This design comes from an exercise in tuning for small area on the open sky130 flow, not from production work.
The RTL was checked by simulation tests, not by an equivalence proof against the original design.
No activity file was given, so power comes from the tool's default toggle rates.

`design.v`:
```
`timescale 1ns / 1ps
module SSM_Seven_Segment_Module(
    input clk,  
    input rst,  
	 input [3:0] sec_ones,
    input [3:0] sec_tens,
	 input [3:0] min_ones,  
    input [3:0] min_tens,
    input [3:0] hrs_ones,
    input [3:0] hrs_tens,  
	 output reg [6:0] seg,
    output reg [5:0] an
    );
	reg [2:0] digit_display;
	reg [6:0] display [5:0];
	reg [18:0] counter;
	parameter max_count = 3;  
	wire [3:0] four_bit [5:0]; 	  
	assign four_bit[0] = sec_ones;
	assign four_bit[1] = sec_tens;
	assign four_bit[2] = min_ones;
	assign four_bit[3] = min_tens;
	assign four_bit[4] = hrs_ones;
	assign four_bit[5] = hrs_tens;
	integer i;
	always @(posedge clk) begin
	  if (rst) begin
		counter <= 0;
		digit_display <= 0;
		for (i = 0; i < 6; i = i + 1)
			display[i] <= 7'b1111111;
		seg <= 7'b1111111;
		an <= 6'b111111;
	  end else begin
	   if (counter < max_count ) begin
			counter <= counter +1;
	   end else 
		begin
			digit_display <= (digit_display == 3'd5) ? 3'd0 : digit_display +1;
			counter <= 0;
	   end
		case(four_bit[digit_display])
			4'b0000 :display[digit_display] <= 7'b1000000;  
			4'b0001 :display[digit_display] <= 7'b1111001;  
			4'b0010 :display[digit_display] <= 7'b0100100;  
			4'b0011 :display[digit_display] <= 7'b0110000;  
			4'b0100 :display[digit_display] <= 7'b0011001;  
			4'b0101 :display[digit_display] <= 7'b0010010;  
			4'b0110 :display[digit_display] <= 7'b0000010;  
			4'b0111 :display[digit_display] <= 7'b1111000;  
			4'b1000 :display[digit_display] <= 7'b0000000;  
			4'b1001 :display[digit_display] <= 7'b0011000;  
			4'b1010 :display[digit_display] <= 7'b0001000;  
			4'b1011 :display[digit_display] <= 7'b0000011;  
			4'b1100 :display[digit_display] <= 7'b1000110;  
			4'b1101 :display[digit_display] <= 7'b0100001;  
			4'b1110 :display[digit_display] <= 7'b0000110;  
			default: display[digit_display] <= 7'b0001110;  
	   endcase
		case(digit_display)  
				0: begin
					an <= 6'b111110;
					seg <= display[0];
				end
				1: begin
					an <= 6'b111101;
					seg <= display[1];
				end
				2: begin
					an <= 6'b111011;
					seg <= display[2];
				end
				3: begin
					an <= 6'b110111;
					seg <= display[3];
				end
				4: begin
					an <= 6'b101111;
					seg <= display[4];
				end
				5: begin
					an <= 6'b011111;
					seg <= display[5];
				end
				default: begin
					an <= 6'b111111;
					seg <= 7'b1111111;
				end
			endcase
	  end  
		end 
endmodule
`timescale 1ns / 1ps
module Digital_Clock_12_hrFomrat(
    input clk,					 
    input rst,					 
    input center,				 
    input right,				 
    input left,				 
    input up,					 
    input down,				 
    output [6:0] seg,		 
    output [5:0] an,			 
    output AMPM_indicator_led,	 
    output clock_mode_indicator_led  
    );
	 reg [31:0] counter;   	 
	 parameter max_count = 99;  
	 reg [5:0] hrs, min,sec;		 
	 reg [3:0] sec_ones,sec_tens,min_ones, min_tens, hrs_ones, hrs_tens;  
	 reg toggle;  
	 reg pm;  
	 assign AMPM_indicator_led = pm;  
	 reg clock_mode;
	 assign clock_mode_indicator_led = clock_mode;  
	 SSM_Seven_Segment_Module SSM(clk,rst,sec_ones,sec_tens,min_ones,min_tens,hrs_ones,hrs_tens,seg,an);
	 parameter display_time = 1'b0;
	 parameter set_time = 1'b1;
	 parameter set_count = 9;  
	 reg current_mode;  
	 always @(posedge clk) begin
		if (rst) begin
			counter <= 0;
			hrs <= 0;
			min <= 0;
			sec <= 0;
			sec_ones <= 0;
			sec_tens <= 0;
			min_ones <= 0;
			min_tens <= 0;
			hrs_ones <= 0;
			hrs_tens <= 0;
			toggle <= 0;
			pm <= 0;
			clock_mode <= 0;
			current_mode <= set_time;
		end else begin
			case(current_mode)
				display_time: begin 	 
					if (center) begin	 
						 clock_mode <= 0;
						 current_mode <= set_time;
						 counter <= 0;
						 toggle <= 0;
						 sec <= 0;
					end
					if (counter < max_count) begin  
						 counter <= counter + 1;
					end else begin
						 counter <= 0;
						 sec <= sec + 1;
					end
				end
				set_time: begin
					if (center) begin  
						 clock_mode <= 1;
						 current_mode <= display_time;
					end
					if (counter < set_count) begin  
						 counter <= counter + 1;
					end else begin
						 counter <= 0;
						 case (toggle)
							   1'b0: begin  
									 if (up) begin
										  min <= min + 1;
									 end
									 if (down) begin  
										  if (min>0) begin
											   min <= min - 1;												
												end else if (hrs > 1) begin
												hrs <= hrs - 1;
												min <= 59;
										  end else if (hrs == 1) begin
												hrs <= 12;
												min <= 59;
										  end
									 end
									 if (left || right ) begin  
											toggle <= 1;
									 end
								end  
								1'b1: begin  
									 if (up) begin  
										  hrs <= hrs + 1;
									 end 
									 if (down) begin
											if(hrs>1) 
											begin
												hrs <= hrs -1;
											end
											else if (hrs == 1) 
												begin
												hrs <= 12;
												end
											end
											if ( right || left ) begin  
											toggle <= 0;
											end
									  end  
						      endcase	 
								end
							end  
					endcase  
				   if (sec >= 60) begin 	 
							sec <= 0;
							min <= min +1;
					end
					if (min >= 60) begin		 
							min <= 0;
							hrs <= hrs + 1;
					end
					if (hrs >= 24) begin		 
						 hrs <= 0;
					end
					if(clock_mode == 0) begin
						min_ones <= min%10;	 
						min_tens <= min/10;		 
						sec_ones <= sec%10;	 
						sec_tens <= sec/10;		 
						hrs_ones <= hrs%10;	 
						hrs_tens <= hrs/10;	 
						if(hrs>12) begin
							pm <= 1;
						end
					end
					else begin 					 
						min_ones <= min%10;	 
						min_tens <= min/10;		 
						sec_ones <= sec%10;	 
						sec_tens <= sec/10;		 
						if (hrs<12) begin
							pm<=0;
							if (hrs == 0) begin
								hrs_ones <= 2;
								hrs_tens <= 1;
							end 
							else begin
								hrs_ones <= hrs%10;	 
								hrs_tens <= hrs/10;	 
						end
					end  
						if (hrs>=12) begin
							pm <= 1;
							if (hrs == 12) begin
								hrs_ones <= 2;
								hrs_tens <= 1;
							end 
							else if(hrs <22) begin
								hrs_ones <= hrs%12;	 
								hrs_tens <= hrs/22;	 
							end
							else begin
								hrs_ones <= hrs%22;	 
								hrs_tens <= hrs/22;	 
						end
					end   
				end 	   
			end
		end  
endmodule
```
`run.sh`:
```
#!/bin/bash
# synth_recipe.tcl (not shown) runs the flow's synth.tcl, then flattens the netlist and writes it again
# the make line also repeats each setting of config.mk as NAME=value (left out here)
make -C /OpenROAD-flow-scripts/flow DESIGN_CONFIG=/design/flow/config.mk WORK_HOME=/design/flow/orfs CLKGATE_MAP_FILE= SYNTH_SCRIPT=/design/flow/synth_recipe.tcl finish
```
`config.mk`:
```
export PLATFORM = sky130hd
export DESIGN_NAME = Digital_Clock_12_hrFomrat
export DESIGN_NICKNAME = Digital_Clock_12_hrFomrat
export VERILOG_FILES = /design/flow/design.v
export SDC_FILE = /design/flow/constraint.sdc
export NUM_CORES = 4
export LEC_CHECK = 0
export CAP_MARGIN = 20
export CORE_MARGIN = 2
export CORE_UTILIZATION = 40
export SLEW_MARGIN = 20
```
`constraint.sdc`:
```
create_clock -name core_clock -period 10.0 [get_ports {clk}]
set_input_delay 2.0000 -clock core_clock [delete_from_list [all_inputs] [get_ports {clk}]]
set_output_delay 2.0000 -clock core_clock [all_outputs]
set_load 0.01 [all_outputs]
```
==> summary.txt <==
Global routing
  • Vias in the first global route: approximately 5.8k
  • First-pass GRT wire length: between 20 and 30 mm
  • Gr usage total: between 15 and 20%
  • Initial antenna violation count: 0
  • Largest net degree at the start of global routing: 57
  • Grt ovf: 0

Route
  • DRC: 0
  • Routed WL: 17.7 mm
  • Final antenna-violating net count: 0
  • Via Count: about 6.4k
  • Vias per inst: ~5.4
  • Drt wl/cell: ~15 µm
  • DR pass1 iterations: 5
  • Drt first-iter violations: 448

Clock network
  • CTS sink cnt: about 150
  • Worst-Skew Late Latency: ~0.43 ns
  • CTS root buffer: clkbuf_16
  • Clock tree buffer depth: 2
  • CTS tree: done
  • Reg clk slew, reported paths: 0.06 ns
  • Max H-tree Level: 4
  • Num CTS Buffers: 17
  • Post-CTS setup repair buffer count: 0
  • CTS Hold Bufs: 0
  • CTS resizes: 0

Placement
  • Buffers on Ports: 21
  • Post-DP HPWL: between 10 and 15 mm
  • Pre-CTS setup slack: 4.98 ns
  • RD Place Congestion: ~0.85
  • Placement Cell Area: roughly 8400 µm²

Synth
  • Synth top area share: approximately 28%
  • Top cells by area, synth: dfxtp_1, edfxtp_1, ha_1, a21oi_1, nor2_1
  • Commonest register cell after synthesis: dfxtp_1
  • Sequential-to-total area share from yosys stat: between 40% and 50%
  • Yosys reg bits: approximately 150
  • Fraction of registers with async set/reset: 0%
  • Netlist cell types: between 80 and 90
  • Avg Cell Area, Syn: approximately 9.1 µm²
  • Number of synthesized flops with an enable pin: 42
  • Post-Synthesis Cells: ~870
  • Area leader, netlist: dfxtp_1
  • Synth warnings: 2
  • Mapped Area: between 7000 and 8000 µm²

Floorplan
  • Initial Util: roughly two fifths
  • Die W: approximately 140 µm
  • Die area: between 20,000 and 25,000 µm²
  • # IOs: 22
  • Site Rows: 51
  • Chip Height: about 140 µm
  • Core area: 19,400 µm²

STA
  • Final Hold Fails: 0
  • Worst slew margin: 35.8%
  • Worst Setup Slack, final: just under 5 ns
  • Maximum clock rate: 196 MHz
  • RSZ-0062 raised after global routing: no
  • Count of final setup violators: 0
  • Clock Skew: 0.0129 ns
  • Tcrit/Tclk final: slightly above 50%
  • Final max-slew violation count: 0
  • Sum Neg Setup Slack: 0 ns
  • Worst slew pin tran: 0.952 ns
  • Final min period: a little over 5 ns

Final layout
  • Share of layout cells above drive strength 1: just under 8%
  • ANT cells: 0
  • Multi-input logic area: 4250 µm²
  • Reg area: ~3500 µm²
  • Fin area: approximately 9000 µm²
  • Final net count: about 960
  • Fill cell count: 1,911
  • Area Growth Syn to Fin: 14.3%

Job
  • Max_cap viols: 0

Worst setup path
  • Setup slack, reg-to-reg: slightly below 5 ns
  • Worst Setup SP: hrs[5]
  • Crit path to: hrs_ones[1]
  • Setup CP Type: flop to flop
  • Max FO, Critical Path: 24
  • Critical path endpoint category: flop
  • FF-to-FF path depth: 19
  • FF-to-FF Start: hrs[5]
  • Critical path required time: between 10 and 15 ns
  • CP startpoint kind: flop
  • FF-to-FF End: hrs_ones[1]
  • WP data arrival: 5.42 ns

Outcome
  • Status: timing/DRC/antenna clean

Min path
  • Hold Crit Class: flop to flop

Pwr
  • VDD IR max: 0.130 mV
  • P per Cell Area: ~220 nW/µm²
  • Static Leakage: around 3.4 nW
-- synthesized netlist by cell type, types with 7 or more instances --
cell type,n
nor4_1,12
nand2b_1,18
a21oi_1,71
nor3_1,19
a21o_1,11
dfxtp_1,110
clkbuf_1,32
inv_1,35
o21ai_0,45
ha_1,41
nor2b_1,14
nand4_1,9
mux2i_1,8
xnor2_1,16
or2_2,12
edfxtp_1,42
nand3_1,25
a31oi_1,9
a22oi_1,11
a221o_1,7
nand2_1,77
and3_1,11
mux2_2,9
or4_1,7
nor3b_1,7
nor2_1,83
and2_1,8
-- metal layers --
metal | up-vias | GRT usage, % | wire length (µm)
li1 | 3231 | - | -
met1 | 2961 | 24.6 | 8640
met2 | 144 | 27.7 | 8080
met3 | 24 | 3.18 | 628
met4 | 0 | 6.34 | 330
met5 | - | 0 | 0
-- state kept, by name, indices dropped and copies added (netlist names), 6 cells and up --
| signal | cells |
|---|---|
| SSM.an | 6 |
| SSM.counter | 19 |
| SSM.display | 42 |
| SSM.seg | 7 |
| counter | 32 |
| hrs | 6 |
| min | 6 |
| sec | 6 |
-- layout by cell type, fill, tap and decap left out, types with 5 or more instances in the layout --
| cell type | synthesis | layout |
|---|---|---|
| mux2i_1 | 8 | 8 |
| conb_1 | 1 | 41 |
| a21oi_1 | 71 | 71 |
| inv_1 | 35 | 35 |
| a32oi_1 | 5 | 5 |
| a221oi_1 | 5 | 5 |
| nand2b_1 | 18 | 18 |
| edfxtp_1 | 42 | 42 |
| clkdlybuf4s50_1 | 0 | 20 |
| xnor2_1 | 16 | 16 |
| or2_2 | 12 | 12 |
| mux2_2 | 9 | 9 |
| and2_1 | 8 | 8 |
| nor2b_1 | 14 | 14 |
| o22ai_1 | 5 | 5 |
| nand2_1 | 77 | 77 |
| a22oi_1 | 11 | 11 |
| nor3_1 | 19 | 19 |
| nand4_1 | 9 | 9 |
| a31oi_1 | 9 | 9 |
| nor3b_1 | 7 | 7 |
| ha_1 | 41 | 41 |
| o31ai_1 | 6 | 6 |
| dfxtp_1 | 110 | 110 |
| nor4_1 | 12 | 12 |
| nor2_1 | 83 | 83 |
| a211oi_1 | 5 | 5 |
| clkbuf_16 | 0 | 18 |
| and3_1 | 11 | 11 |
| a221o_1 | 7 | 7 |
| o21ai_0 | 45 | 45 |
| a21o_1 | 11 | 11 |
| or3_1 | 6 | 6 |
| or4_1 | 7 | 7 |
| buf_4 | 3 | 5 |
| o211ai_1 | 6 | 6 |
| nand3_1 | 25 | 25 |
-- logic make-up (layout without fill, tap and decap cells) --
kind of cell               count (synthesis)  after routing  share of synthesized area [%]
muxes                                     17             17                           2.30
and+or+nand+nor                          322            322                           20.6
adders and majority gates                 42             42                           6.62
AOI/OAI and AO/OA                        236            236                           20.2
other                                      1             41                         0.0475
buffers and inverters                     82             94                           4.26
DFF                                      152            152                           43.9
xor gates and xnor gates                  19             19                           2.11
-- area by class of cell --
cell class / instances / area share, %
multi-input combinational: 677 / 47.1
sequential: 152 / 38.4
clock buffer: 22 / 5.49
tap: 265 / 3.67
timing repair buffer: 26 / 2.69
inverter: 36 / 1.50
clock inverter: 10 / 1.19
-- where the power goes --
| part | switching (mW) | total [mW] | internal [mW] |
|---|---|---|---|
| clock | 0.265 | 0.648 | 0.383 |
| combinational | 0.356 | 0.598 | 0.242 |
| sequential | 0.0638 | 0.759 | 0.696 |
-- per-stage QoR --
| stage | instances | power, mW | util, % | hold WS [ns] |
|---|---|---|---|---|
| after floorplan | 911 | 1.22 | - | 0.414 |
| after detailed placement | 1156 | 1.36 | 43.4 | 0.438 |
| after global routing | 1188 | 2.12 | 46.5 | 0.483 |
| after CTS | 1188 | 2.01 | 46.5 | 0.453 |
| after global placement | 1156 | 1.36 | 43.4 | 0.431 |
| final | 1188 | 2.00 | 46.5 | 0.447 |
-- critical path, cell delays in order, from the launching register on --
cell	delay [ns]
dfxtp_1	0.82
nor2_1	0.27
a21oi_2	0.34
inv_2	0.16
ha_1	0.26
nor2b_1	0.14
a41oi_1	0.20
o32a_1	0.18
nor2_1	0.04
a311oi_1	0.35
ha_1	0.39
o21ai_0	0.19
nand2b_1	0.11
a21oi_1	0.14
ha_1	0.26
o31ai_1	0.10
nor4b_1	0.11
or2_2	0.32
or4_1	0.47
o311a_1	0.13
-- worst min-delay path by stage --
| stage | from | end | slack [ns] | cells after the start |
|---|---|---|---|---|
| finish | SSM.counter[0] | SSM.counter[0] | 0.45 | 1 |
| floorplan | SSM.counter[0] | SSM.counter[0] | 0.41 | 1 |
| global route | SSM.counter[0] | SSM.counter[0] | 0.48 | 1 |
| detailed placement | SSM.counter[0] | SSM.counter[0] | 0.44 | 1 |
| CTS | SSM.counter[0] | SSM.counter[0] | 0.45 | 1 |
| global placement | SSM.counter[0] | SSM.counter[0] | 0.43 | 1 |

## port drivers added, routing unchanged
Ports are ideal in the flow. The routed layout listed here was re-timed in OpenROAD. Step 1: set_driving_cell puts a clkbuf_16 on clk and a buf_2 on each other input, an assumption about the parent block. Step 2, shift: input delay + t, output delay - t, t = (earliest + latest rising clock arrival at the registers) / 2. This alone moves slack from input paths to output paths. Three values: ideal ports, drivers, drivers and shift; two values: the first two.
t (ns): 0.464
setup slack, ns: 4.889 / 4.889 / 4.889
worst setup path at the end: register to register
latest minus earliest clock arrival (ns): 0.013 / 0.013
cell pins on the clock port's net: 1
After both steps this run still meets setup and hold. The setup slack of this run moves by 0.000 ns with the drivers and by 0.000 ns with both steps.
